Background: an optimization exercise with open tools, aiming at small area and a short achievable clock period. Do not read the settings as production practice. In this exercise RTL edits were held to simulation tests only and were not proved equivalent to the original. In every run shown here, the design's own scripts or RTL, not TritonCTS, make the clock network. No driver is modelled on the clock port, so clock power and skew are understated where the tree is cut down; a real chip needs a root buffer or a tree. Power and IR drop assume default switching activity.

`config.mk`:
```
export PLATFORM = sky130hd
export DESIGN_NAME = axis_dwidth_downsizer
export DESIGN_NICKNAME = axis_dwidth_downsizer
export VERILOG_FILES = /design/flow/design.v
export SDC_FILE = /design/flow/constraint.sdc
export NUM_CORES = 4
export LEC_CHECK = 0
export CAP_MARGIN = 20
export CORE_MARGIN = 2
export CORE_UTILIZATION = 60
export SETUP_SLACK_MARGIN = 2.4
export SLEW_MARGIN = 20
```
`constraint.sdc`:
```
create_clock -name core_clock -period 4.0 [get_ports {aclk}]
set_input_delay 0.8000 -clock core_clock [delete_from_list [all_inputs] [get_ports {aclk}]]
set_output_delay 0.8000 -clock core_clock [all_outputs]
set_load 0.01 [all_outputs]
```
`design.v`:
```
module axis_dwidth_downsizer #(
  parameter WIDTH      = 32,  
  parameter NUM_REG    =  4  
)(
    input  logic aclk,
    input  logic aresetn,
    input  logic s_axis_tvalid,
    output logic s_axis_tready,
    input  logic [WIDTH*NUM_REG-1:0] s_axis_tdata,
    input  logic s_axis_tlast,
    output logic m_axis_tvalid,
    input  logic m_axis_tready,
    output [WIDTH-1:0] m_axis_tdata,
    output m_axis_tlast
);
  logic [WIDTH-1:0] out_reg;
  logic [(NUM_REG-1)*WIDTH-1:0] hold_reg;
  logic [NUM_REG-1:0] sel;
  logic last_seen;    
  logic last_reg;     
  logic idle;         
  assign m_axis_tdata = out_reg;
  assign m_axis_tlast = last_reg;
  logic hold;
  assign hold = ~idle & ~m_axis_tready;
  logic [WIDTH-1:0] out_next;
  logic [WIDTH-1:0] pick [NUM_REG];
  assign pick[0] = ({WIDTH{idle}} & s_axis_tdata[NUM_REG*WIDTH-1 -: WIDTH]) |
                   ({WIDTH{hold}} & out_reg);
  for (genvar k = 0; k < NUM_REG-1; k++) begin : g_pick
    assign pick[k+1] = pick[k] |
      ({WIDTH{sel[k] & m_axis_tready}} & hold_reg[(NUM_REG-1-k)*WIDTH-1 -: WIDTH]);
  end
  assign out_next = pick[NUM_REG-1];
  always @(posedge aclk) begin
    if (idle) hold_reg <= s_axis_tdata[(NUM_REG-1)*WIDTH-1:0];
    out_reg <= out_next;
    last_reg <= sel[NUM_REG-2] & m_axis_tready & (last_seen | s_axis_tlast);
  end
  always @(posedge aclk) begin
    if (aresetn == 0) begin
      s_axis_tready <= 1;
      idle          <= 1;
      m_axis_tvalid <= 0;
      sel           <= '0;
      last_seen     <= 0;
    end else begin
      last_seen <= ~sel[NUM_REG-1] & (last_seen | s_axis_tlast);
      if (idle) begin
        sel <= {{(NUM_REG-1){1'b0}}, s_axis_tvalid};
        if (s_axis_tvalid) begin
          s_axis_tready <= 0;
          idle          <= 0;
          m_axis_tvalid <= 1;
        end
      end else begin
        sel <= m_axis_tready ? sel << 1 : {1'b0, sel[NUM_REG-2:0]};
        if (sel[NUM_REG-1]) m_axis_tvalid <= 0;
        if (!m_axis_tvalid & m_axis_tready) begin
          s_axis_tready <= 1;
          idle          <= 1;
        end
      end
    end
  end
endmodule
```
`flow/run.sh`:
```
#!/bin/bash
# The standard ORFS layout (the standard.sh) with two changes:
#  - the port buffers are the smallest plain buffer, not the cell buffer_ports picks itself;
#  - the clock tree is one level of CTS_LEAVES buffers driven by the clock port, built by
#    flow/cts_tree.tcl in place of TritonCTS (the rest of ORFS's CTS step runs as usual).
set -euo pipefail
here=$(cd "$(dirname "$0")" && pwd)
export BUFFER_PORTS_ARGS="-buffer_cell sky130_fd_sc_hd__buf_1"
export PRE_CTS_TCL="$here/cts_tree.tcl"
export CTS_LEAVES=4
export CTS_LEAF_BUF=sky130_fd_sc_hd__clkbuf_16
bash standard.sh finish > standard.log 2>&1
```
`flow/cts_tree.tcl`:
```
# Sourced by ORFS's cts.tcl through PRE_CTS_TCL. Replaces TritonCTS with a one-level clock
# tree: the clock port drives CTS_LEAVES buffers of type CTS_LEAF_BUF, each placed at the centre
# of an equal share of the flip-flops (found by splitting them in halves along x and y in turn).
rename clock_tree_synthesis _tritoncts_unused
proc clock_tree_synthesis {args} {
  set nleaf $::env(CTS_LEAVES)
  set block [ord::get_db_block]
  set master [[ord::get_db] findMaster $::env(CTS_LEAF_BUF)]
  set clk [get_clocks *]
  set port_name [get_full_name [lindex [get_property $clk sources] 0]]
  set bterm [$block findBTerm $port_name]
  set net [$bterm getNet]
  set sinks {}
  foreach it [$net getITerms] {
    set bb [[$it getInst] getBBox]
    lappend sinks [list [expr {([$bb xMin] + [$bb xMax]) / 2}] [expr {([$bb yMin] + [$bb yMax]) / 2}] $it]
  }
  set groups [split_sinks $sinks $nleaf 0]
  set k 0
  foreach g $groups {
    set sx 0; set sy 0
    foreach s $g { set sx [expr {$sx + [lindex $s 0]}]; set sy [expr {$sy + [lindex $s 1]}] }
    set n [llength $g]
    set inst [odb::dbInst_create $block $master "clkbuf_leaf_$k"]
    set lnet [odb::dbNet_create $block "clknet_leaf_$k"]
    $lnet setSigType CLOCK
    $inst setLocation [expr {$sx / $n}] [expr {$sy / $n}]
    $inst setPlacementStatus PLACED
    foreach s $g {
      set it [lindex $s 2]
      $it disconnect
      $it connect $lnet
    }
    foreach it [$inst getITerms] {
      set m [$it getMTerm]
      if {[$m getSigType] ne "SIGNAL"} continue
      if {[$m getIoType] eq "INPUT"} { $it connect $net } else { $it connect $lnet }
    }
    puts "clock leaf $k: [$master getName] drives $n sinks"
    incr k
  }
  set_propagated_clock [all_clocks]
}
# Split sinks (lists x y iterm) into n groups of near-equal size, cutting across the longer side.
proc split_sinks {sinks n depth} {
  if {$n <= 1} { return [list $sinks] }
  set xs [lmap s $sinks {lindex $s 0}]
  set ys [lmap s $sinks {lindex $s 1}]
  set dx [expr {[tcl::mathfunc::max {*}$xs] - [tcl::mathfunc::min {*}$xs]}]
  set dy [expr {[tcl::mathfunc::max {*}$ys] - [tcl::mathfunc::min {*}$ys]}]
  set axis [expr {$dx >= $dy ? 0 : 1}]
  set sorted [lsort -integer -index $axis $sinks]
  set n1 [expr {$n / 2}]
  set cut [expr {round(double([llength $sorted]) * $n1 / $n)}]
  return [concat [split_sinks [lrange $sorted 0 [expr {$cut - 1}]] $n1 [expr {$depth + 1}]] \
                 [split_sinks [lrange $sorted $cut end] [expr {$n - $n1}] [expr {$depth + 1}]]]
}
```
`standard.sh`:
```
#!/bin/bash
# synth_recipe.tcl (not shown) runs the flow's synth.tcl, then flattens the netlist and writes it again
# the make line also repeats each setting of config.mk as NAME=value (left out here)
make -C /OpenROAD-flow-scripts/flow DESIGN_CONFIG=/design/flow/config.mk WORK_HOME=/design/flow/orfs CLKGATE_MAP_FILE= SYNTH_SCRIPT=/design/flow/synth_recipe.tcl "${@:-finish}"
```
==> results of run 1 <==
==> cell type report <==
class                           instances  area, um^2
Sequential cell                       137        3707
Inverter                                2       11.26
Tap cell                              102       127.6
Timing Repair Buffer                  181       828.3
Timing Repair inverter                  1       7.507
Fill cell                             520        1972
Multi-Input combinational cell        125       893.4
Buffer                                  4       100.1
==> critical path, delay by kind of cell <==
family,cells,cell delay (ns)
compound gates,2,0.50
buf+inv,2,0.26
simple gates,1,0.06
==> path summary, 6_finish.rpt <==
check | start | slack (ns) | cells after the start | endpoint
max | m_axis_tready | 2.42 | 5 | out_reg[0]
min reg2reg | sel[3] | 0.45 | 1 | last_seen
min | sel[3] | 0.45 | 1 | last_seen
max reg2reg | idle | 2.45 | 4 | out_reg[0]
==> timing repair <==
action                     in CTS  in global routing
setup endpoints to repair     102                 10
pin swaps                       1                  2
buffers inserted                7                  1
gates cloned                    3                  2
resized for setup               8                  4
==> layer usage <==
metal | share of wire | track usage | vias up
met5 | 0 | 0 | -
met4 | 0.017 | 0.03607 | 0
met3 | 0.087 | 0.03906 | 11
met2 | 0.51 | 0.4142 | 150
met1 | 0.39 | 0.3102 | 1549
li1 | - | - | 1497
==> report_power, final <==
group / total (mW) / internal (mW) / leakage [nW] / switching (mW)
clock network: 0.512 / 0.187 / 0.0493 / 0.325
registers: 1.70 / 1.65 / 1.32 / 0.0532
logic: 0.241 / 0.108 / 0.495 / 0.133
==> layout by cell type (no fill, tap or decap), types with 2 or more instances in the layout <==
cell          n
a21boi_0      2
a222oi_1     28
and2_4        2
dfxtp_1      40
nand2b_1      2
a221oi_1      4
edfxtp_1     96
buf_4         8
buf_12        4
nor2_4        2
nand2_1       5
buf_1       166
and3_1        4
clkbuf_16     6
a22oi_1      32
nor2_1        5
o21ai_0       3
o21ai_1      31
clkinvlp_4    2
==> stage by stage <==
stage               power (mW)  worst slack, ns
finish                   2.458            2.421
global route             2.534            2.403
CTS                      2.457            2.450
detailed placement       1.951            1.741
global placement         1.940            1.729
floorplan                1.845            2.270
==> cell families (layout without fill, tap and decap cells) <==
| group | Yosys count | count (layout) | synth area share |
|---|---|---|---|
| AOI/OAI and AO/OA | 102 | 102 | 0.1607 |
| buffers and inverters | 23 | 188 | 0.02638 |
| DFF | 137 | 137 | 0.7887 |
| muxes | 1 | 1 | 0.002132 |
| and+or+nand+nor | 20 | 22 | 0.02212 |
==> flow_summary.toml, run 1 <==
[worst_setup_path]
crit_top_cell = "buf_12"
crit_chain = "buf_12, nor2_4, buf_12, a222oi_1, o21ai_1"
cp-end-kind = "register"
slowest_stage = "a222oi_1"
cp_max_fo = 7
path_class = "in -> reg"
required_ns = 4.05
arrival_ns = 1.63
start_kind = "primary input"
critPathMaxStageDelay_ns = 0.35

[yosys]
synthCells = 283
synth_commonest_cells = "96 x edfxtp_1, 41 x dfxtp_1, 32 x a22oi_1"
netlist_area_mm2 = 0.004696
yosysSeqAreaShare = 0.7887
syn_nets = 416
yosysTopAreaCellShare = 0.6139
syn_area_per_cell_um2 = 16.59
synth_ff_type = "edfxtp_1"
yosys.cell_count.top_type = "edfxtp_1"
synthTopCellsByArea = "edfxtp_1 61%, dfxtp_1 17%, a222oi_1 6.0%"
async_flop_share = 0
yosys_warnings = 2
synth-seq-cells = 137
synth.largest_area_cell = "edfxtp_1"
synth_cell_types = 23
synth_edf_count = 96

[finish]
antennaDiodeCount = 0
syn2layout_area_growth_pct = 20.86
finalInstanceArea_mm2 = 0.005675
largest_register_ff_count = 96
stdcell_count = 552
drive_gt1_frac = 0.05778
fin_nets = 585
fin_util = 0.7421

[worst_hold_path]
hp-class = "reg -> reg"

[timing]
slew_violations = 0
max_slew_margin = 0.6533
finalSetupViolCount = 0
rsz0062_at_grt = "false"
fin_tns_setup_ns = 0
period_minus_slack_ns = 1.579
clock-skew-final_ns = 0.01143
timing.final.crit_share = 0.3947
fmax_mhz = 633.4
finalHoldViolCount = 0
tightest_slew_ns = 0.5188
timing.hold.ws_ns = 0.4465

[global_route]
grt.total_usage = 0.2329
first_global_vias = 2967
grt_pass1_wl_um = 15390
grt_max_degree = 50
antenna_found_initial = 0
grt_overflow = 0

[floorplan]
dieHeight_um = 92.47
dieWidth_um = 92.47
io_pins = 168
die-area_mm2 = 0.008550
start_util = 0.6140
std_cell_rows = 32
coreArea_mm2 = 0.007647

[run]
drv_cap = 0

[power_and_ir_drop]
p_per_area_mw_per_mm2 = 433.1
leakage_nw = 1.868
ir_drop_mv = 0.3263

[placement]
detailedPlacementHpwl_um = 6306
placed_cell_area_mm2 = 0.005373
numPlacedInstances = 535
gp_congestion = 0.7367
portBuffers = 167

[status]
outcome = "timing/DRC/antenna clean"

[route]
drc = 0
wire_per_inst_um = 19.24
viasPerCell = 5.810
postRouteAntennaNets = 0
drt_iter0_drc = 238
drtPass1Iterations = 6
wirelength_um = 10620
via_count = 3207

[clock_tree]
insertion_delay_ns = 0.18
clkTransAtPathRegs_ns = 0.12
hold_buffers = 0
==> run 2: changes to the inputs <==
==> design.v (replaced) <==
module axis_dwidth_downsizer #(
  parameter WIDTH      = 32,  
  parameter NUM_REG    =  4  
)(
    input  logic aclk,
    input  logic aresetn,
    input  logic s_axis_tvalid,
    output logic s_axis_tready,
    input  logic [WIDTH*NUM_REG-1:0] s_axis_tdata,
    input  logic s_axis_tlast,
    output logic m_axis_tvalid,
    input  logic m_axis_tready,
    output [WIDTH-1:0] m_axis_tdata,
    output m_axis_tlast
);
  localparam NH = NUM_REG - 1;
  logic [WIDTH-1:0] out_reg;
  logic [NH*WIDTH-1:0] hold_reg;
  logic [NUM_REG-1:0] sel;
  logic last_seen;    
  logic last_reg;     
  logic busy;         
  logic [NH-1:0] free;
  assign m_axis_tdata = out_reg;
  assign m_axis_tlast = last_reg;
  logic hold;
  assign hold = busy & ~m_axis_tready;
  logic [WIDTH-1:0] pick [NUM_REG];
  assign pick[0] = ({WIDTH{~busy}} & s_axis_tdata[NUM_REG*WIDTH-1 -: WIDTH]) |
                   ({WIDTH{hold}} & out_reg);
  for (genvar k = 0; k < NH; k++) begin : g_pick
    assign pick[k+1] = pick[k] |
      ({WIDTH{sel[k] & m_axis_tready}} & hold_reg[(NH-k)*WIDTH-1 -: WIDTH]);
  end
  always @(posedge aclk) begin
    for (int k = 0; k < NH; k++)
      if (free[k]) hold_reg[(NH-k)*WIDTH-1 -: WIDTH] <= s_axis_tdata[(NH-k)*WIDTH-1 -: WIDTH];
    out_reg <= pick[NH];
    last_reg <= sel[NUM_REG-2] & m_axis_tready & (last_seen | s_axis_tlast);
  end
  always @(posedge aclk) begin
    if (aresetn == 0) begin
      s_axis_tready <= 1;
      busy          <= 0;
      free          <= '1;
      m_axis_tvalid <= 0;
      sel           <= '0;
      last_seen     <= 0;
    end else begin
      last_seen <= ~sel[NUM_REG-1] & (last_seen | s_axis_tlast);
      if (s_axis_tready) begin
        sel <= {{(NUM_REG-1){1'b0}}, s_axis_tvalid};
        if (s_axis_tvalid) begin
          s_axis_tready <= 0;
          busy          <= 1;
          free          <= '0;
          m_axis_tvalid <= 1;
        end
      end else begin
        sel <= m_axis_tready ? sel << 1 : {1'b0, sel[NUM_REG-2:0]};
        if (m_axis_tready) free <= free | sel[NH-1:0];
        if (sel[NUM_REG-1]) m_axis_tvalid <= 0;
        if (!m_axis_tvalid & m_axis_tready) begin
          s_axis_tready <= 1;
          busy          <= 0;
        end
      end
    end
  end
endmodule
==> flow_summary.toml, run 2 <==
[status]
outcome = "timing/DRC/antenna clean"

[placement]
detailedPlacementHpwl_um = 6680
gp_congestion = 0.7812
numPlacedInstances = 543
portBuffers = 167

[power_and_ir_drop]
p_per_area_mw_per_mm2 = 441.9
leakage_nw = 1.858
ir_drop_mv = 0.2816

[worst_setup_path]
r2r_end = "out_reg[20]"
required_ns = 3.20
slowest_stage = "dfxtp_1"
critPathTopFamily = "flip-flops"
arrival_ns = 0.74
cp-end-kind = "output port"
start_kind = "register"
reg2reg_from = "busy"
r2r_setup_slack_ns = 2.54
crit_buf_inv = 1
crit_chain = "buf_1"
critPathMaxStageDelay_ns = 0.40
cp_max_fo = 4
r2r_cells = 4
path_class = "reg -> out"

[global_route]
grt_pass1_wl_um = 16360
antenna_found_initial = 0
first_global_vias = 3209
grt.total_usage = 0.2442
grt_overflow = 0
grt_max_degree = 36

[timing]
period_minus_slack_ns = 1.543
timing.final.crit_share = 0.3857
rsz0062_at_grt = "true"
finalSetupViolCount = 0
fin_tns_setup_ns = 0
fmax_mhz = 648.2
clock-skew-final_ns = 0.008266
max_slew_margin = 0.4083
finalHoldViolCount = 0
slew_violations = 0
tightest_slew_ns = 0.8875

[yosys]
synthCells = 294
yosys.cell_count.top_type = "edfxtp_1"
syn_area_per_cell_um2 = 16.34
yosysSeqAreaShare = 0.7833
yosys_warnings = 2
synth-seq-cells = 140
synth_cell_types = 26
yosysTopAreaCellShare = 0.6000
netlist_area_mm2 = 0.004805
syn_nets = 427
synth_commonest_cells = "96 x edfxtp_1, 44 x dfxtp_1, 32 x a22oi_1"
synth_ff_type = "edfxtp_1"
async_flop_share = 0
synth.largest_area_cell = "edfxtp_1"
synthTopCellsByArea = "edfxtp_1 60%, dfxtp_1 18%, a222oi_1 6.3%"
synth_edf_count = 96

[worst_hold_path]
holdPathStages = 1
min-delay-start = "sel[3]"
hp-class = "reg -> reg"
hold_path_end = "last_seen"

[finish]
final_common_cell = "buf_1"
antennaDiodeCount = 0
layout_common_cells = "166 x buf_1, 96 x edfxtp_1, 41 x dfxtp_1, 32 x a22oi_1"
syn2layout_area_growth_pct = 18.07
fin_nets = 590
stdcell_count = 557
largest_register_ff_count = 96
drive_gt1_frac = 0.05495

[floorplan]
dieHeight_um = 93.49
die-area_mm2 = 0.008739
std_cell_rows = 32
dieWidth_um = 93.49
start_util = 0.6218
coreArea_mm2 = 0.007727
io_pins = 168

[clock_tree]
clkTransAtPathRegs_ns = 0.12
insertion_delay_ns = 0.18

[route]
viasPerCell = 5.890
wirelength_um = 11310
wire_per_inst_um = 20.31
drc = 0
postRouteAntennaNets = 0
drtPass1Iterations = 7
via_count = 3281
drt_iter0_drc = 362

[run]
drv_cap = 0
==> run 2: cell types whose count changed after synthesis, sizes merged, moves of 3 or more <==
cell / before / now
a21oi: 1 / 5
dfxtp: 41 / 44
nand2: 5 / 2
clkbuf: 11 / 14
==> run 2: through the flow <==
step | power [mW] | hold WS (ns) | utilization | worst slack [ns] | cell area [um^2]
finish | 2.507 | 0.4352 | 0.7341 | 2.457 | 5673
floorplan | 1.888 | 0.3885 | - | 2.265 | 4815
global placement | 1.997 | 0.3947 | 0.7064 | 1.602 | 5459
detailed placement | 2.009 | 0.4156 | 0.7064 | 1.556 | 5459
global route | 2.598 | 0.4754 | 0.7341 | 2.390 | 5673
CTS | 2.507 | 0.4374 | 0.7277 | 2.374 | 5623
==> run 2: layout make-up <==
cell class | count | area (um^2)
fillers | 528 | 2054
repair buffers | 176 | 718.2
inverters | 4 | 22.52
multi-input cells | 129 | 922.1
well taps | 102 | 127.6
repair inverters | 2 | 15.01
plain buffers | 4 | 100.1
flip-flops and latches | 140 | 3767
==> run 2: worst max-delay path by stage <==
stage / endpoint / cells past startpoint / slack (ns) / from
finish: m_axis_tvalid / 1 / 2.46 / m_axis_tvalid
global route: out_reg[23] / 5 / 2.39 / m_axis_tready
CTS: out_reg[20] / 3 / 2.37 / busy
detailed placement: sel[0] / 4 / 1.56 / m_axis_tready
global placement: sel[0] / 4 / 1.60 / m_axis_tready
floorplan: out_reg[23] / 6 / 2.26 / m_axis_tready
==> run 2: what timing repair did <==
action / in CTS / in global routing
gates resized for setup: 8 / 3
setup endpoints to repair: 36 / 32
setup buffers: 3 / 3
hold buffers: 0 / 0
pin swaps: 1 / 1
gates cloned: 3 / 1
==> run 2: per-layer routing <==
metal	vias up	part of all wire	GRT usage
li1	1525	-	-
met1	1581	0.38	0.3235
met2	164	0.51	0.4287
met3	11	0.092	0.04512
met4	0	0.016	0.04534
met5	-	0	0
==> run 2: worst reg2reg max path: cells and delay by family (launching register included) <==
kind / cells / cell delay [ns]
flip-flops: 1 / 0.52
buffers and inverters: 2 / 0.37
AO/OA/AOI/OAI: 2 / 0.46
==> run 2: cell families after synthesis <==
| logic type | synth area share |
|---|---|
| mux | 0.002083 |
| simple gates | 0.01980 |
| compound gates | 0.1648 |
| buf+inv | 0.02995 |
| flops | 0.7833 |
==> run 2: report_power, final <==
group	internal (mW)	switching, mW
registers	1.69	0.0829
logic	0.101	0.119
clock network	0.187	0.326
total	1.98	0.528
==> run 3: changes to the inputs <==
--- a/config.mk
+++ b/config.mk
@@ -8,5 +8,5 @@
 export CAP_MARGIN = 20
 export CORE_MARGIN = 2
 export CORE_UTILIZATION = 60
-export SETUP_SLACK_MARGIN = 2.4
+export SETUP_SLACK_MARGIN = 2.45
 export SLEW_MARGIN = 20
==> flow_summary.toml, run 3 <==
[finish]
drive_gt1_frac = 0.07843
stdcell_count = 561
multi_input_area_um2 = 922.1
final_common_cell = "buf_1"
n_fill_cell = 524
syn2layout_area_growth_pct = 19.17
fin_nets = 594
largest_register_ff_count = 96
layout_common_cells = "162 x buf_1, 96 x edfxtp_1, 38 x dfxtp_1, 32 x a22oi_1, 31 x o21ai_1"
finalInstanceArea_mm2 = 0.005725
register_area_mm2 = 0.003771
antennaDiodeCount = 0

[global_route]
grt_max_degree = 36
antenna_found_initial = 0
first_global_vias = 3276
grt_pass1_wl_um = 16630
grt.total_usage = 0.2467
grt_overflow = 0

[worst_setup_path]
crit_buf_inv = 1
r2r_cells = 3
cp_num_cells = 1
required_ns = 3.20
cp-end-kind = "output port"
slowest_stage = "dfxtp_1"
cp_max_fo = 2
critPathTopFamily = "flip-flops"
critPathMaxStageDelay_ns = 0.38
crit_chain = "buf_1"
path_class = "reg -> out"
arrival_ns = 0.71
start_kind = "register"

[yosys]
synth.largest_area_cell = "edfxtp_1"
synthCells = 294
yosysTopAreaCellShare = 0.6000
yosys.cell_count.top_type = "edfxtp_1"
synth_cell_types = 26
async_flop_share = 0
yosysSeqAreaShare = 0.7833
synth_edf_count = 96
yosys_warnings = 2
syn_nets = 427
synth-seq-cells = 140
synthTopCellsByArea = "edfxtp_1 60%, dfxtp_1 18%, a222oi_1 6.3%"
synth_commonest_cells = "96 x edfxtp_1, 44 x dfxtp_1, 32 x a22oi_1"
synth_ff_type = "edfxtp_1"
syn_area_per_cell_um2 = 16.34
netlist_area_mm2 = 0.004805

[timing]
fmax_mhz = 661.3
tightest_slew_ns = 0.8859
finalSetupViolCount = 0
period_minus_slack_ns = 1.512
rsz0062_at_grt = "false"
slew_violations = 0
finalHoldViolCount = 0
max_slew_margin = 0.4094
fin_tns_setup_ns = 0
clock-skew-final_ns = 0.006759
timing.final.crit_share = 0.3780

[placement]
gp_congestion = 0.7733
placed_cell_area_mm2 = 0.005459
numPlacedInstances = 543
detailedPlacementHpwl_um = 6862
portBuffers = 167

[floorplan]
dieWidth_um = 93.49
io_pins = 168
dieHeight_um = 93.49
die-area_mm2 = 0.008739
coreArea_mm2 = 0.007727
start_util = 0.6218
std_cell_rows = 32

[route]
drtPass1Iterations = 7
wire_per_inst_um = 20.41
postRouteAntennaNets = 0
dr_wl_met3_um = 1096
drt_iter0_drc = 306
met2_length_um = 5872
wirelength_um = 11450
viasPerCell = 6.000
via_count = 3366
drc = 0
wl_met1_um = 4268
top_layer_used = "met4"

[run]
drv_cap = 0

[status]
outcome = "timing/DRC/antenna clean"

[worst_hold_path]
holdPathStages = 1
hp-class = "reg -> reg"

[power_and_ir_drop]
ir_drop_mv = 0.3305
leakage_nw = 1.895
p_per_area_mw_per_mm2 = 438.8

[clock_tree]
hold_buffers = 0
insertion_delay_ns = 0.18
clkTransAtPathRegs_ns = 0.12
## run 3: what timing repair did
action                                  CTS  global route
endpoints found under the setup margin   36            19
pin swaps                                 0             2
gates cloned                              3             2
buffers inserted                          8             1
resized for setup                        10            10
## run 3: final timing paths
kind / start / endpoint / slack (ns)
worst max-delay path: out_reg[22] / m_axis_tdata[22] / 2.49
worst min-delay path: sel[3] / last_seen / 0.42
worst min register to register: sel[3] / last_seen / 0.42
worst max register to register: sel[2] / free[2] / 2.62
## run 3: final cells by class
| type | instances | share of cell area |
|---|---|---|
| sequential | 140 | 0.6587 |
| tap | 102 | 0.02229 |
| timing repair buffer | 180 | 0.1340 |
| timing repair inverter | 2 | 0.002622 |
| multi-input combinational | 129 | 0.1611 |
| buffer | 4 | 0.01748 |
| inverter | 4 | 0.003934 |
## run 3: power by group
part	switching [mW]	internal (mW)	total, mW
Clock	0.326	0.187	0.513
Sequential	0.0839	1.69	1.77
Combinational	0.119	0.106	0.224
Total	0.528	1.98	2.51
## run 3: logic make-up (layout without fill, tap and decap cells)
family,Yosys count,in the layout,synth area share
AND/OR/NAND/NOR,17,19,0.01980
flip-flops,140,140,0.7833
multiplexers,1,1,0.002083
AO/OA/AOI/OAI,109,109,0.1648
buffers and inverters,27,190,0.02995
## run 3: layer usage
layer  vias to the layer above  global-route usage
li1                       1531                   -
met1                      1643              0.3254
met4                         0             0.04289
met3                        14             0.03384
met2                       178              0.4442
met5                         -                   0
## run 3: stage by stage
stage	setup WS [ns]	power (mW)	hold slack, ns	utilization
final	2.488	2.512	0.4220	0.7409
after global routing	2.450	2.603	0.4509	0.7409
after CTS	2.454	2.513	0.4237	0.7333
after detailed placement	1.572	2.010	0.4059	0.7064
after global placement	1.599	1.997	0.3937	0.7064
after floorplan	2.265	1.888	0.3885	-
==> run 4: changes to the inputs <==
==> flow/run.sh (replaced) <==
#!/bin/bash
# The standard ORFS layout (the standard.sh, including its synthesis) with these changes:
#  - the input port buffers are the smallest plain buffer, not the cell buffer_ports picks itself;
#  - the clock tree is one level of CTS_LEAVES buffers driven by the clock port, built by
#    flow/cts_tree.tcl in place of TritonCTS (the rest of ORFS's CTS step runs as usual);
#  - at the start of CTS the output port buffers become OUT_BUF_CELL.
set -euo pipefail
here=$(cd "$(dirname "$0")" && pwd)
export BUFFER_PORTS_ARGS="-buffer_cell sky130_fd_sc_hd__buf_1"
export PRE_CTS_TCL="$here/cts_tree.tcl"
export CTS_LEAVES=4
export CTS_LEAF_BUF=sky130_fd_sc_hd__clkbuf_16
export OUT_BUF_CELL=sky130_fd_sc_hd__buf_2
bash standard.sh finish > standard.log 2>&1
--- a/flow/cts_tree.tcl
+++ b/flow/cts_tree.tcl
@@ -40,6 +40,25 @@
     incr k
   }
   set_propagated_clock [all_clocks]
+  presize_outputs
+}
+# Upsize the output port buffers and the registers that drive them (drive strength only).
+proc presize_outputs {} {
+  if {[info exists ::env(OUT_BUF_CELL)] && $::env(OUT_BUF_CELL) ne ""} {
+    foreach bterm [[ord::get_db_block] getBTerms] {
+      if {[$bterm getIoType] ne "OUTPUT"} continue
+      foreach it [[$bterm getNet] getITerms] {
+        if {![$it isOutputSignal]} continue
+        set inst [$it getInst]
+        if {[string match "*buf*" [[$inst getMaster] getName]]} {
+          replace_cell [get_cells [$inst getName]] $::env(OUT_BUF_CELL)
+        }
+      }
+    }
+  }
+  if {[info exists ::env(OUT_FLOP_CELL)] && $::env(OUT_FLOP_CELL) ne ""} {
+    foreach c [get_cells $::env(OUT_FLOP_PATTERN)] { replace_cell $c $::env(OUT_FLOP_CELL) }
+  }
 }
 # Split sinks (lists x y iterm) into n groups of near-equal size, cutting across the longer side.
 proc split_sinks {sinks n depth} {
==> flow_summary.toml, run 4 <==
[worst_setup_path]
r2r_cells = 3
cp-end-kind = "output port"
crit_buf_inv = 1
slowest_stage = "dfxtp_1"
r2r_setup_slack_ns = 2.64
reg2reg_from = "sel[2]"
cp_max_fo = 2
critPathTopFamily = "flip-flops"
start_kind = "register"
path_class = "reg -> out"
cp_num_cells = 1
critPathMaxStageDelay_ns = 0.38
r2r_end = "out_reg[24]"
arrival_ns = 0.69
crit_chain = "buf_2"
required_ns = 3.20

[timing]
clock-skew-final_ns = 0.01248
max_slew_margin = 0.4174
rsz0062_at_grt = "false"
slew_violations = 0
timing.final.crit_share = 0.3735
timing.hold.ws_ns = 0.4239
tightest_slew_ns = 0.8739
period_minus_slack_ns = 1.494
fmax_mhz = 669.4
finalHoldViolCount = 0
finalSetupViolCount = 0
fin_tns_setup_ns = 0

[yosys]
synth_commonest_cells = "96 x edfxtp_1, 44 x dfxtp_1, 32 x a22oi_1"
synth.largest_area_cell = "edfxtp_1"
syn_nets = 427
yosys.cell_count.top_type = "edfxtp_1"
synth_ff_type = "edfxtp_1"
yosysTopAreaCellShare = 0.6000
synth_cell_types = 26
synth-seq-cells = 140
netlist_area_mm2 = 0.004805
yosysSeqAreaShare = 0.7833
syn_area_per_cell_um2 = 16.34
synthCells = 294
synth_edf_count = 96
async_flop_share = 0
yosys_warnings = 2
synthTopCellsByArea = "edfxtp_1 60%, dfxtp_1 18%, a222oi_1 6.3%"

[status]
outcome = "timing/DRC/antenna clean"

[global_route]
first_global_vias = 3278
grt.total_usage = 0.2470
antenna_found_initial = 0
grt_pass1_wl_um = 16660
grt_overflow = 0
grt_max_degree = 36

[route]
via_count = 3325
drtPass1Iterations = 5
drt_iter0_drc = 297
drc = 0
postRouteAntennaNets = 0
wire_per_inst_um = 20.42
wirelength_um = 11460
viasPerCell = 5.927

[finish]
antennaDiodeCount = 0
layout_common_cells = "131 x buf_1, 96 x edfxtp_1, 38 x dfxtp_1, 35 x buf_2, 32 x a22oi_1"
largest_register_ff_count = 96
n_fill_cell = 512
drive_gt1_frac = 0.1460
fin_nets = 594
syn2layout_area_growth_pct = 19.97
final_common_cell = "buf_1"

[clock_tree]
insertion_delay_ns = 0.18
clkTransAtPathRegs_ns = 0.12
hold_buffers = 0

[power_and_ir_drop]
p_per_area_mw_per_mm2 = 437.4
ir_drop_mv = 0.3313
power_mw = 2.521
leakage_nw = 1.987

[placement]
detailedPlacementHpwl_um = 6862
gp_congestion = 0.7733
portBuffers = 167

[worst_hold_path]
min-delay-start = "sel[3]"
hp-class = "reg -> reg"
holdPathStages = 1
hold_path_end = "last_seen"

[floorplan]
dieHeight_um = 93.49
coreArea_mm2 = 0.007727
io_pins = 168
std_cell_rows = 32
dieWidth_um = 93.49
die-area_mm2 = 0.008739
start_util = 0.6218

[run]
drv_cap = 0
## run 4: power by group
| part | leakage [nW] | internal (mW) | total (mW) | switching, mW |
|---|---|---|---|---|
| Combinational | 0.596 | 0.115 | 0.233 | 0.118 |
| Clock | 0.0493 | 0.188 | 0.515 | 0.327 |
| Sequential | 1.34 | 1.69 | 1.77 | 0.0826 |
| Total | 1.99 | 1.99 | 2.52 | 0.528 |
## run 4: what timing repair did
| action | in CTS | in global routing |
|---|---|---|
| setup buffers | 8 | 1 |
| gates cloned | 3 | 2 |
| pin swaps | 0 | 1 |
| gates resized for setup | 10 | 6 |
| endpoints found under the setup margin | 36 | 15 |
## run 4: cell type report
class	count	area, um^2	share of cell area
multi-input cells	129	922.1	0.1600
repair inverters	2	15.01	0.002605
well taps	102	127.6	0.02214
inverters	4	22.52	0.003907
plain buffers	4	100.1	0.01736
flip-flops and latches	140	3771	0.6542
repair buffers	180	805.8	0.1398
## run 4: kinds of logic after synthesis
kind of cell,synth area share
AOI/OAI and AO/OA,0.1648
buffers and inverters,0.02995
DFF,0.7833
muxes,0.002083
and+or+nand+nor,0.01980
## run 4: worst max path at each step
stage | from | endpoint | slack [ns]
floorplan | m_axis_tready | out_reg[23] | 2.26
global placement | m_axis_tready | sel[0] | 1.60
detailed placement | m_axis_tready | sel[0] | 1.57
CTS | m_axis_tready | out_reg[12] | 2.46
global route | out_reg[16] | m_axis_tdata[16] | 2.46
finish | out_reg[16] | m_axis_tdata[16] | 2.51
## run 4: metal layers
metal,vias up,track usage,wire length (um),part of all wire
met2,160,0.4448,5902,0.52
met3,14,0.03384,942,0.082
met4,0,0.04289,214,0.019
met5,-,0,0,0
met1,1621,0.3260,4397,0.38
li1,1530,-,-,-
## run 4: stage by stage
step | cell area (um^2) | worst slack (ns) | util | cells
after floorplan | 4815 | 2.265 | - | 294
after global placement | 5459 | 1.599 | 0.7064 | 543
after detailed placement | 5459 | 1.572 | 0.7064 | 543
after CTS | 5710 | 2.462 | 0.7390 | 558
after global routing | 5764 | 2.456 | 0.7460 | 561
final | 5764 | 2.506 | 0.7460 | 561
==> run 5: changes to the inputs <==
--- a/design.v
+++ b/design.v
@@ -20,28 +20,33 @@
   logic last_seen;    
   logic last_reg;     
   logic busy;         
+  logic idle;         
   logic [NH-1:0] free;
   assign m_axis_tdata = out_reg;
   assign m_axis_tlast = last_reg;
-  logic hold;
-  assign hold = busy & ~m_axis_tready;
+  logic [WIDTH-1:0] taken, kept, out_next;
   logic [WIDTH-1:0] pick [NUM_REG];
-  assign pick[0] = ({WIDTH{~busy}} & s_axis_tdata[NUM_REG*WIDTH-1 -: WIDTH]) |
-                   ({WIDTH{hold}} & out_reg);
+  assign pick[0] = '0;
   for (genvar k = 0; k < NH; k++) begin : g_pick
     assign pick[k+1] = pick[k] |
-      ({WIDTH{sel[k] & m_axis_tready}} & hold_reg[(NH-k)*WIDTH-1 -: WIDTH]);
+      ({WIDTH{sel[k]}} & hold_reg[(NH-k)*WIDTH-1 -: WIDTH]);
   end
+  assign taken = pick[NH];
+  assign kept = ({WIDTH{idle}} & s_axis_tdata[NUM_REG*WIDTH-1 -: WIDTH]) |
+                ({WIDTH{busy}} & out_reg);
+  axis_dwidth_downsizer_pick2 #(.WIDTH(WIDTH)) u_next (
+    .sel(busy & m_axis_tready), .one_n(~taken), .zero_n(~kept), .y(out_next));
   always @(posedge aclk) begin
     for (int k = 0; k < NH; k++)
       if (free[k]) hold_reg[(NH-k)*WIDTH-1 -: WIDTH] <= s_axis_tdata[(NH-k)*WIDTH-1 -: WIDTH];
-    out_reg <= pick[NH];
+    out_reg <= out_next;
     last_reg <= sel[NUM_REG-2] & m_axis_tready & (last_seen | s_axis_tlast);
   end
   always @(posedge aclk) begin
     if (aresetn == 0) begin
       s_axis_tready <= 1;
       busy          <= 0;
+      idle          <= 1;
       free          <= '1;
       m_axis_tvalid <= 0;
       sel           <= '0;
@@ -53,6 +58,7 @@
         if (s_axis_tvalid) begin
           s_axis_tready <= 0;
           busy          <= 1;
+          idle          <= 0;
           free          <= '0;
           m_axis_tvalid <= 1;
         end
@@ -63,8 +69,19 @@
         if (!m_axis_tvalid & m_axis_tready) begin
           s_axis_tready <= 1;
           busy          <= 0;
+          idle          <= 1;
         end
       end
     end
   end
 endmodule
+module axis_dwidth_downsizer_pick2 #(
+  parameter WIDTH = 32
+)(
+    input  logic sel,
+    input  logic [WIDTH-1:0] one_n,
+    input  logic [WIDTH-1:0] zero_n,
+    output logic [WIDTH-1:0] y
+);
+  assign y = sel ? ~one_n : ~zero_n;
+endmodule
==> flow/run.sh (replaced) <==
#!/bin/bash
# The standard ORFS layout (the standard.sh, including its synthesis) with these changes:
#  - the port buffers are the smallest plain buffer, not the cell buffer_ports picks itself;
#  - the clock tree is one level of CTS_LEAVES buffers driven by the clock port, built by
#    flow/cts_tree.tcl in place of TritonCTS (the rest of ORFS's CTS step runs as usual);
#  - at the start of CTS the output port buffers become OUT_BUF_CELL and the registers that
#    drive m_axis_tdata become OUT_FLOP_CELL (a stronger drive of the same flip-flop).
set -euo pipefail
here=$(cd "$(dirname "$0")" && pwd)
export BUFFER_PORTS_ARGS="-buffer_cell sky130_fd_sc_hd__buf_1"
export PRE_CTS_TCL="$here/cts_tree.tcl"
export CTS_LEAVES=4
export CTS_LEAF_BUF=sky130_fd_sc_hd__clkbuf_16
export OUT_BUF_CELL=sky130_fd_sc_hd__buf_2
export OUT_FLOP_CELL=sky130_fd_sc_hd__dfxtp_2
export OUT_FLOP_PATTERN='out_reg*'
bash standard.sh finish > standard.log 2>&1
--- a/config.mk
+++ b/config.mk
@@ -8,5 +8,7 @@
 export CAP_MARGIN = 20
 export CORE_MARGIN = 2
 export CORE_UTILIZATION = 60
-export SETUP_SLACK_MARGIN = 2.45
+export SETUP_SLACK_MARGIN = 2.5
 export SLEW_MARGIN = 20
+export SYNTH_HIERARCHICAL = 1
+export SYNTH_MINIMUM_KEEP_SIZE = 0
==> flow_summary.toml, run 5 <==
[yosys]
yosys_warnings = 8
synth_edf_count = 96
netlist_area_mm2 = 0.005002
syn_area_per_cell_um2 = 17.07
async_flop_share = 0
synth_ff_type = "edfxtp_1"
synth_commonest_cells = "96 x edfxtp_1, 45 x dfxtp_1, 34 x mux2i_1"
yosys.cell_count.top_type = "edfxtp_1"
synthTopCellsByArea = "edfxtp_1 58%, dfxtp_1 18%, mux2i_1 6.8%"
synth-seq-cells = 141
synth.largest_area_cell = "edfxtp_1"
synthCells = 293
synth_cell_types = 26
syn_nets = 426
yosysTopAreaCellShare = 0.5763
yosysSeqAreaShare = 0.7564

[worst_setup_path]
required_ns = 3.20
arrival_ns = 0.67
slowest_stage = "dfxtp_2"
start_kind = "register"
path_class = "reg -> out"
cp-end-kind = "output port"
cp_max_fo = 3
crit_buf_inv = 1
crit_chain = "buf_2"
critPathMaxStageDelay_ns = 0.37
critPathTopFamily = "flip-flops"

[global_route]
antenna_found_initial = 0
grt_overflow = 0
first_global_vias = 3216
grt.total_usage = 0.2394
grt_pass1_wl_um = 16500
grt_max_degree = 37

[finish]
syn2layout_area_growth_pct = 18.41
fin_nets = 584
antennaDiodeCount = 0
largest_register_ff_count = 96
layout_common_cells = "131 x buf_1, 96 x edfxtp_1, 37 x dfxtp_2, 34 x mux2i_1, 34 x buf_2"
final_common_cell = "buf_1"
drive_gt1_frac = 0.2004

[floorplan]
coreArea_mm2 = 0.008134
dieHeight_um = 95.31
io_pins = 168
dieWidth_um = 95.31
die-area_mm2 = 0.009084
start_util = 0.6150
std_cell_rows = 33

[timing]
timing.final.crit_share = 0.3679
max_slew_margin = 0.3987
finalHoldViolCount = 0
fin_tns_setup_ns = 0
clock-skew-final_ns = 0.009172
rsz0062_at_grt = "false"
timing.hold.ws_ns = 0.4231
tightest_slew_ns = 0.9019
slew_violations = 0
finalSetupViolCount = 0
period_minus_slack_ns = 1.472
fmax_mhz = 679.5

[route]
drt_iter0_drc = 277
wire_per_inst_um = 20.33
wirelength_um = 11260
drc = 0
drtPass1Iterations = 6
postRouteAntennaNets = 0
viasPerCell = 5.884
via_count = 3260

[power_and_ir_drop]
ir_drop_mv = 0.2870
leakage_nw = 2.070
power_mw = 2.625
p_per_area_mw_per_mm2 = 443.2

[status]
outcome = "timing/DRC/antenna clean"

[worst_hold_path]
hp-class = "reg -> reg"

[clock_tree]
hold_buffers = 0
insertion_delay_ns = 0.18
clkTransAtPathRegs_ns = 0.12

[placement]
detailedPlacementHpwl_um = 7065
gp_congestion = 0.7729
portBuffers = 167

[run]
drv_cap = 0
==> run 5: layout make-up <==
cell class                 instances  area, um^2
multi-input combinational        125        1070
inverter                           3       11.26
tap                              105       131.4
buffer                             4       100.1
sequential                       141        3834
fill                             572        2211
timing repair buffer             176       777.0
==> run 5: power breakdown <==
group / leakage (nW) / internal, mW / switching, mW
registers: 1.36 / 1.73 / 0.0936
clock network: 0.0493 / 0.188 / 0.328
logic: 0.665 / 0.141 / 0.148
==> run 5: metrics by stage <==
stage / setup WS [ns] / utilization / std cells / instance area (um^2)
floorplan: 2.422 / - / 293 / 5010
global placement: 1.994 / 0.6953 / 545 / 5655
detailed placement: 1.914 / 0.6953 / 545 / 5655
CTS: 2.506 / 0.7259 / 553 / 5904
global route: 2.500 / 0.7282 / 554 / 5923
finish: 2.528 / 0.7282 / 554 / 5923
==> run 5: final timing paths <==
kind,depth (start not counted),startpoint,slack (ns),endpoint
max,1,m_axis_tvalid,2.53,m_axis_tvalid
max reg2reg,3,sel[0],2.65,sel[0]
min,1,sel[3],0.42,last_seen
min reg2reg,1,sel[3],0.42,last_seen
==> run 5: per-layer routing <==
layer	share of wire	GRT usage	routed length (um)	vias up
li1	-	-	-	1511
met1	0.38	0.2953	4319	1580
met2	0.51	0.4489	5734	158
met3	0.090	0.04032	1015	11
met4	0.017	0.03623	193	0
met5	0	0	0	-
==> run 5: logic make-up (layout without fill, tap and decap cells) <==
kind of cell           Yosys count  count (layout)  synth area share
AOI/OAI and AO/OA               72              72            0.1233
and+or+nand+nor                 18              19           0.02001
DFF                            141             141            0.7564
buffers and inverters           28             183           0.03227
muxes                           34              34           0.06803
==> run 5: timing repair <==
action                     in CTS  in global routing
pin swaps                       1                  0
gates cloned                    1                  0
buffers inserted                3                  1
resized for setup               6                  3
setup endpoints to repair      36                 26

static timing again, ports no longer ideal:
Ports are ideal in the flow. The routed layouts listed here were re-timed in OpenROAD. Step 1 assumes that a clkbuf_16 drives the clock port and a buf_2 every other input. Step 2, shift: input delay + t, output delay - t, t = (earliest + latest rising clock arrival at the registers) / 2. This alone moves slack from input paths to output paths. Three values: ideal, step 1, step 2; two values: the first two.
| run | shift t [ns] | setup WS [ns] | pins driven straight from the clock port |
|---|---|---|---|
| run 1 | 0.257 | 2.421 / 2.374 / 2.117 | 4 |
| run 2 | 0.253 | 2.457 / 2.379 / 2.245 | 4 |
| run 3 | 0.254 | 2.488 / 2.408 / 2.267 | 4 |
| run 4 | 0.256 | 2.506 / 2.426 / 2.270 | 4 |
| run 5 | 0.253 | 2.528 / 2.449 / 2.333 | 4 |
After both steps every run listed still meets setup and hold. The setup slack of run 1, which loses most, moves by -0.047 ns with the drivers and by -0.304 ns with both steps.
